Source: an optimization exercise on an open RTL-to-GDS flow (aim: small area and a short achievable clock period). Production flows keep margins and buffers that such runs may drop.
Where RTL was checked, it was by simulation tests only, not by an equivalence proof against the original.
Power figures rest on the tool's default switching activity, not on a simulated workload.

==> flow/design.v <==
`default_nettype none
module fp32_add(
    input wire clk,
    input wire [31:0] a,
    input wire [31:0] b,
    input wire sub,
    input wire [2:0] rm,
    output wire [31:0] result,
    output wire nv,
    output wire of,
    output wire nx
);
    integer k;
    wire a_sign = a[31];
    wire b_sign = b[31] ^ sub;
    wire [7:0] a_exp = a[30:23];
    wire [7:0] b_exp = b[30:23];
    wire [22:0] a_frac = a[22:0];
    wire [22:0] b_frac = b[22:0];
    wire a_emax = &a_exp;
    wire b_emax = &b_exp;
    wire a_fz = ~|a_frac;
    wire b_fz = ~|b_frac;
    wire a_nan = a_emax & ~a_fz;
    wire b_nan = b_emax & ~b_fz;
    wire a_inf = a_emax & a_fz;
    wire b_inf = b_emax & b_fz;
    wire a_snan = a_nan & ~a_frac[22];
    wire b_snan = b_nan & ~b_frac[22];
    wire s0_is_sub = a_sign ^ b_sign;
    wire s0_inf_inf = s0_is_sub & a_inf & b_inf;
    wire s0_nv = a_snan | b_snan | s0_inf_inf;
    wire s0_nan = a_nan | b_nan | s0_inf_inf;
    wire s0_inf = ~s0_nan & (a_inf | b_inf);
    wire [1:0] s0_special = {s0_nan, s0_inf | s0_nv};
    wire a_hid = |a_exp;
    wire b_hid = |b_exp;
    wire [7:0] a_eeff = {a_exp[7:1], a_exp[0] | ~a_hid};
    wire [7:0] b_eeff = {b_exp[7:1], b_exp[0] | ~b_hid};
    wire [7:0] d_ab = a_eeff - b_eeff;
    wire [7:0] d_ba = b_eeff - a_eeff;
    wire swap = a[30:0] < b[30:0];
    wire [7:0] l_exp = swap ? b_exp : a_exp;
    wire [22:0] l_frac = swap ? b_frac : a_frac;
    wire [23:0] s_sig = swap ? {a_hid, a_frac} : {b_hid, b_frac};
    wire l_sign = swap ? b_sign : a_sign;
    wire [4:0] s0_off = swap ? d_ba[4:0] : d_ab[4:0];
    wire s0_far = swap ? |d_ba[7:5] : |d_ab[7:5];    
    reg r1_sign, r1_is_sub;
    reg [2:0] r1_rm;
    reg [1:0] r1_special;
    reg [7:0] r1_lexp;
    reg [22:0] r1_lfrac;
    reg [23:0] r1_ssig;
    reg [4:0] r1_off;
    reg r1_far;
    always @(posedge clk) begin
        r1_sign <= l_sign;
        r1_is_sub <= s0_is_sub;
        r1_rm <= rm;
        r1_special <= s0_special;
        r1_lexp <= l_exp;
        r1_lfrac <= l_frac;
        r1_ssig <= s_sig;
        r1_off <= s0_off;
        r1_far <= s0_far;
    end
    wire l_hid = |r1_lexp;
    wire [7:0] l_e = {r1_lexp[7:1], r1_lexp[0] | ~l_hid};
    wire [27:0] in1 = {1'b0, l_hid, r1_lfrac, 3'b000};
    wire [26:0] sh0 = {r1_ssig, 3'b000};
    wire [26:0] sh1 = r1_far ? 27'b0 : r1_off[4] ? {16'b0, sh0[26:16]} : sh0;
    wire [26:0] sh2 = r1_off[3] ? {8'b0, sh1[26:8]} : sh1;
    wire [26:0] sh3 = r1_off[2] ? {4'b0, sh2[26:4]} : sh2;
    wire [26:0] sh4 = r1_off[1] ? {2'b0, sh3[26:2]} : sh3;
    wire [26:0] sh5 = r1_off[0] ? {1'b0, sh4[26:1]} : sh4;
    reg [23:0] s_por;    
    reg [31:0] st_tab;
    always @* begin
        s_por[0] = r1_ssig[0];
        for (k = 1; k < 24; k = k + 1)
            s_por[k] = s_por[k-1] | r1_ssig[k];
        for (k = 0; k < 32; k = k + 1)
            st_tab[k] = (k < 3) ? 1'b0 : (k > 26) ? s_por[23] : s_por[k-3];
    end
    wire sticky = r1_far ? s_por[23] : st_tab[r1_off];
    wire [27:0] in2 = {1'b0, sh5[26:1], sticky};
    wire [27:0] in2x = in2 ^ {28{r1_is_sub}};
    wire [28:0] sum_c = {in1, 1'b1} + {in2x, r1_is_sub};
    wire [27:0] s1_sum = sum_c[28:1];
    wire [7:0] s1_exp = l_e + 8'd1;
    wire rdn = r1_rm == 3'b010;
    wire rup = r1_rm == 3'b011;
    wire rtz = r1_rm == 3'b001;
    wire rmm = r1_rm == 3'b100;
    wire s1_up = (rdn & r1_sign) | (rup & ~r1_sign);
    wire s1_dn = rtz | (rdn & ~r1_sign) | (rup & r1_sign);
    wire [1:0] s1_cls = {s1_up | rmm, s1_dn | rmm};
    wire s1_zsign = r1_is_sub ? rdn : r1_sign;
    reg r2_sign, r2_zsign;
    reg [1:0] r2_cls;
    reg [1:0] r2_special;
    reg [7:0] r2_exp;
    reg [27:0] r2_sum;
    always @(posedge clk) begin
        r2_sign <= r1_sign;
        r2_zsign <= s1_zsign;
        r2_cls <= s1_cls;
        r2_special <= r1_special;
        r2_exp <= s1_exp;
        r2_sum <= s1_sum;
    end
    wire e_small = ~|r2_exp[7:5];
    wire [3:0] pd_hi = {4{e_small}} & (4'b0001 << r2_exp[4:3]);
    wire [7:0] pd_lo = 8'b00000001 << r2_exp[2:0];
    reg [27:0] lim_mask;
    always @*
        for (k = 0; k < 28; k = k + 1)
            lim_mask[k] = pd_hi[(28 - k) >> 3] & pd_lo[(28 - k) & 7];
    wire [27:0] x = r2_sum | lim_mask;
    wire z4 = ~|x[27:12];
    wire [15:0] x4 = z4 ? x[11:0] << 4 : x[27:12];
    wire z3 = ~|x4[15:8];
    wire [7:0] x3 = z3 ? x4[7:0] : x4[15:8];
    wire z2 = ~|x3[7:4];
    wire [3:0] x2 = z2 ? x3[3:0] : x3[7:4];
    wire z1 = ~|x2[3:2];
    wire [1:0] x1 = z1 ? x2[1:0] : x2[3:2];
    wire z0 = ~x1[1];
    wire [4:0] lzc = {z4, z3, z2, z1, z0};
    wire [27:0] n4 = z4 ? {r2_sum[11:0], 16'b0} : r2_sum;
    wire [27:0] n3 = z3 ? {n4[19:0], 8'b0} : n4;
    wire [27:0] n2 = z2 ? {n3[23:0], 4'b0} : n3;
    wire [27:0] n1 = z1 ? {n2[25:0], 2'b0} : n2;
    wire [27:0] n0 = z0 ? {n1[26:0], 1'b0} : n1;
    wire s2_tiny = ~n0[27];
    wire c1 = r2_sum[27];
    wire c2 = ~r2_sum[27] & r2_sum[26];
    wire lsb = c1 ? r2_sum[4] : c2 ? r2_sum[3] : r2_sum[2];
    wire g = c1 ? r2_sum[3] : c2 ? r2_sum[2] : r2_sum[1];
    wire st = c1 ? |r2_sum[2:0] : c2 ? |r2_sum[1:0] : r2_sum[0];
    wire inexact = g | st;
    reg add_one;
    always @* begin
        case (r2_cls)
            2'd0: add_one = g & (lsb | st);
            2'd1: add_one = 1'b0;
            2'd2: add_one = g | st;
            default: add_one = g;
        endcase
    end
    wire sp_inf = r2_special == 2'b01;
    wire sp_nan = r2_special[1];
    wire sp = |r2_special;
    wire ovf = ~sp & c1 & (&r2_exp);           
    wire of_max = r2_cls == 2'd1;              
    wire zero_sign = ~|r2_sum;
    reg [7:0] s2_exp;
    reg [4:0] s2_lzc;
    reg [22:0] s2_frac;
    always @* begin
        s2_lzc = (sp | ovf | s2_tiny) ? 5'd0 : lzc;
        if (sp_nan) {s2_exp, s2_frac} = 31'h7fc00000;
        else if (sp_inf | (ovf & ~of_max)) {s2_exp, s2_frac} = 31'h7f800000;
        else if (ovf) {s2_exp, s2_frac} = 31'h7f7fffff;
        else {s2_exp, s2_frac} = {s2_tiny ? 8'd0 : r2_exp, n0[26:4]};
    end
    wire s2_efe = ~sp & ((c1 & (r2_exp == 8'hfe)) | (c2 & (r2_exp == 8'hff)));
    wire w_ones = c1 ? &r2_sum[26:4] : c2 ? &r2_sum[25:3] : &r2_sum[24:2];
    wire w_lo_ones = c1 ? &r2_sum[15:4] : c2 ? &r2_sum[14:3] : &r2_sum[13:2];
    wire s2_inc = ~sp & ~ovf & add_one;
    reg r3_sign, r3_inc, r3_nx, r3_of, r3_nv, r3_efe, r3_carry, r3_lo_ones;
    reg [7:0] r3_exp;
    reg [4:0] r3_lzc;
    reg [22:0] r3_frac;
    always @(posedge clk) begin
        r3_sign <= ~sp_nan & (zero_sign ? r2_zsign : r2_sign);
        r3_inc <= s2_inc;
        r3_carry <= s2_inc & w_ones;
        r3_lo_ones <= w_lo_ones;
        r3_nx <= ~sp & (inexact | ovf);
        r3_of <= ovf;
        r3_nv <= r2_special == 2'b11;
        r3_exp <= s2_exp;
        r3_lzc <= s2_lzc;
        r3_frac <= s2_frac;
        r3_efe <= s2_efe;
    end
    wire [11:0] frac_lo = r3_frac[11:0] + {11'b0, r3_inc};
    wire [10:0] frac_hi = r3_frac[22:12] + {10'b0, r3_inc & r3_lo_ones};
    wire [7:0] exp_c0 = r3_exp - {3'b0, r3_lzc};
    wire [7:0] exp_c1 = r3_lzc[1] ? r3_exp - 8'd1 : r3_lzc[0] ? r3_exp : r3_exp + 8'd1;
    wire [7:0] exp_out = r3_carry ? exp_c1 : exp_c0;
    assign result = {r3_sign, exp_out, frac_hi, frac_lo};
    assign of = r3_of | (r3_efe & r3_carry);
    assign nx = r3_nx;
    assign nv = r3_nv;
endmodule
`default_nettype wire
==> flow/config.mk <==
export PLATFORM = sky130hd
export DESIGN_NAME = fp32_add
export DESIGN_NICKNAME = fp32_add
export VERILOG_FILES = /design/flow/design.v
export SDC_FILE = /design/flow/constraint.sdc
export NUM_CORES = 4
export LEC_CHECK = 0
export ABC_AREA = 1
export CAP_MARGIN = 20
export CORE_MARGIN = 2
export CORE_UTILIZATION = 40
export SETUP_SLACK_MARGIN = 2
export SLEW_MARGIN = 20
==> flow/constraint.sdc <==
create_clock -name core_clock -period 6.5 [get_ports {clk}]
set_input_delay 1.3000 -clock core_clock [delete_from_list [all_inputs] [get_ports {clk}]]
set_output_delay 1.3000 -clock core_clock [all_outputs]
set_load 0.01 [all_outputs]
standard.sh (not shown) runs the stock make flow with config.mk's settings and CLKGATE_MAP_FILE= SYNTH_SCRIPT=/design/flow/synth_recipe.tcl, a recipe that flattens the netlist after the stock synthesis.
==> flow/flow/run.sh <==
#!/bin/bash
# The standard layout, with plain buffers (sky130_fd_sc_hd__buf_1) on the ports instead of the
# delay cells that buffer_ports picks by default. Every port still gets its own buffer.
set -euo pipefail
export BUFFER_PORTS_ARGS="-buffer_cell sky130_fd_sc_hd__buf_1"
bash standard.sh > standard.log 2>&1
The baseline completed with no timing, DRC or antenna violations.
Edit:
--- a/flow/design.v
+++ b/flow/design.v
@@ -73,18 +73,13 @@
     wire [26:0] sh2 = r1_off[3] ? {8'b0, sh1[26:8]} : sh1;
     wire [26:0] sh3 = r1_off[2] ? {4'b0, sh2[26:4]} : sh2;
     wire [26:0] sh4 = r1_off[1] ? {2'b0, sh3[26:2]} : sh3;
     wire [26:0] sh5 = r1_off[0] ? {1'b0, sh4[26:1]} : sh4;
-    reg [23:0] s_por;    
-    reg [31:0] st_tab;
-    always @* begin
-        s_por[0] = r1_ssig[0];
-        for (k = 1; k < 24; k = k + 1)
-            s_por[k] = s_por[k-1] | r1_ssig[k];
-        for (k = 0; k < 32; k = k + 1)
-            st_tab[k] = (k < 3) ? 1'b0 : (k > 26) ? s_por[23] : s_por[k-3];
-    end
-    wire sticky = r1_far ? s_por[23] : st_tab[r1_off];
+    reg [23:0] smask;    
+    always @*
+        for (k = 0; k < 24; k = k + 1)
+            smask[k] = r1_far | (r1_off >= k + 3);
+    wire sticky = |(r1_ssig & smask);
     wire [27:0] in2 = {1'b0, sh5[26:1], sticky};
     wire [27:0] in2x = in2 ^ {28{r1_is_sub}};
     wire [28:0] sum_c = {in1, 1'b1} + {in2x, r1_is_sub};
     wire [27:0] s1_sum = sum_c[28:1];
@@ -109,15 +104,12 @@
         r2_special <= r1_special;
         r2_exp <= s1_exp;
         r2_sum <= s1_sum;
     end
-    wire e_small = ~|r2_exp[7:5];
-    wire [3:0] pd_hi = {4{e_small}} & (4'b0001 << r2_exp[4:3]);
-    wire [7:0] pd_lo = 8'b00000001 << r2_exp[2:0];
-    reg [27:0] lim_mask;
+    reg [27:0] lim_mask;    
     always @*
         for (k = 0; k < 28; k = k + 1)
-            lim_mask[k] = pd_hi[(28 - k) >> 3] & pd_lo[(28 - k) & 7];
+            lim_mask[k] = (r2_exp == 8'd28 - k);
     wire [27:0] x = r2_sum | lim_mask;
     wire z4 = ~|x[27:12];
     wire [15:0] x4 = z4 ? x[11:0] << 4 : x[27:12];
     wire z3 = ~|x4[15:8];
@@ -165,35 +157,29 @@
         else if (ovf) {s2_exp, s2_frac} = 31'h7f7fffff;
         else {s2_exp, s2_frac} = {s2_tiny ? 8'd0 : r2_exp, n0[26:4]};
     end
     wire s2_efe = ~sp & ((c1 & (r2_exp == 8'hfe)) | (c2 & (r2_exp == 8'hff)));
-    wire w_ones = c1 ? &r2_sum[26:4] : c2 ? &r2_sum[25:3] : &r2_sum[24:2];
-    wire w_lo_ones = c1 ? &r2_sum[15:4] : c2 ? &r2_sum[14:3] : &r2_sum[13:2];
-    wire s2_inc = ~sp & ~ovf & add_one;
-    reg r3_sign, r3_inc, r3_nx, r3_of, r3_nv, r3_efe, r3_carry, r3_lo_ones;
+    reg r3_sign, r3_inc, r3_nx, r3_of, r3_nv, r3_efe;
     reg [7:0] r3_exp;
     reg [4:0] r3_lzc;
     reg [22:0] r3_frac;
     always @(posedge clk) begin
         r3_sign <= ~sp_nan & (zero_sign ? r2_zsign : r2_sign);
-        r3_inc <= s2_inc;
-        r3_carry <= s2_inc & w_ones;
-        r3_lo_ones <= w_lo_ones;
+        r3_inc <= ~sp & ~ovf & add_one;
         r3_nx <= ~sp & (inexact | ovf);
         r3_of <= ovf;
         r3_nv <= r2_special == 2'b11;
         r3_exp <= s2_exp;
         r3_lzc <= s2_lzc;
         r3_frac <= s2_frac;
         r3_efe <= s2_efe;
     end
-    wire [11:0] frac_lo = r3_frac[11:0] + {11'b0, r3_inc};
-    wire [10:0] frac_hi = r3_frac[22:12] + {10'b0, r3_inc & r3_lo_ones};
+    wire [23:0] frac_inc = {1'b0, r3_frac} + {23'b0, r3_inc};
     wire [7:0] exp_c0 = r3_exp - {3'b0, r3_lzc};
     wire [7:0] exp_c1 = r3_lzc[1] ? r3_exp - 8'd1 : r3_lzc[0] ? r3_exp : r3_exp + 8'd1;
-    wire [7:0] exp_out = r3_carry ? exp_c1 : exp_c0;
-    assign result = {r3_sign, exp_out, frac_hi, frac_lo};
-    assign of = r3_of | (r3_efe & r3_carry);
+    wire [7:0] exp_out = frac_inc[23] ? exp_c1 : exp_c0;
+    assign result = {r3_sign, exp_out, frac_inc[22:0]};
+    assign of = r3_of | (r3_efe & frac_inc[23]);
     assign nx = r3_nx;
     assign nv = r3_nv;
 endmodule
 `default_nettype wire
Result: The changed run ran to the end with no violations. First-iteration DRC count went down by 15%. Via count hardly moves. Setup slack degrades by 190 ps. Maximum frequency falls by 4.3%. Cell area decreases by 0.54%. Global-route usage falls by 0.28 points. Flip-flop and latch count fell by 2. Die area drops by 0.53%. Clock-buffer cell count does not change. Sequential power barely changes. Utilization fell by 0.12 points. Power decreases by 1.9%. Wire length is lower by 1.1%. Final cell count goes up by 0.81%.
For the first run of this note, only the layout was checked, not whether the RTL still works.

-- afterwards: timing with drivers on the ports --
No port has a modelled driver above. Below, the same layouts with a new extraction and two added sets of constraints. Step 1, drivers: a clkbuf_16 drives clk and a buf_2 each remaining input, both assumed. Step 2 also shifts input and output timing later by t, the mid clock arrival at the registers, as if the neighbouring blocks saw the same clock. Three values: ideal ports, drivers, drivers and shift; two values: the first two.
run | t (ns) | setup WS [ns] | worst setup path after step 2 | slew at the worst register clock pin (ns)
the first run | 0.494 | 2.354 / 2.354 / 2.233 | input to register | 0.08 / 0.08
the second run | 0.472 | 2.168 / 2.120 / 1.983 | input to register | 0.07 / 0.07
After both steps setup and hold are still met in every run listed. The setup slack of the second run, which loses most, moves by -0.048 ns with the drivers and by -0.185 ns with both steps.
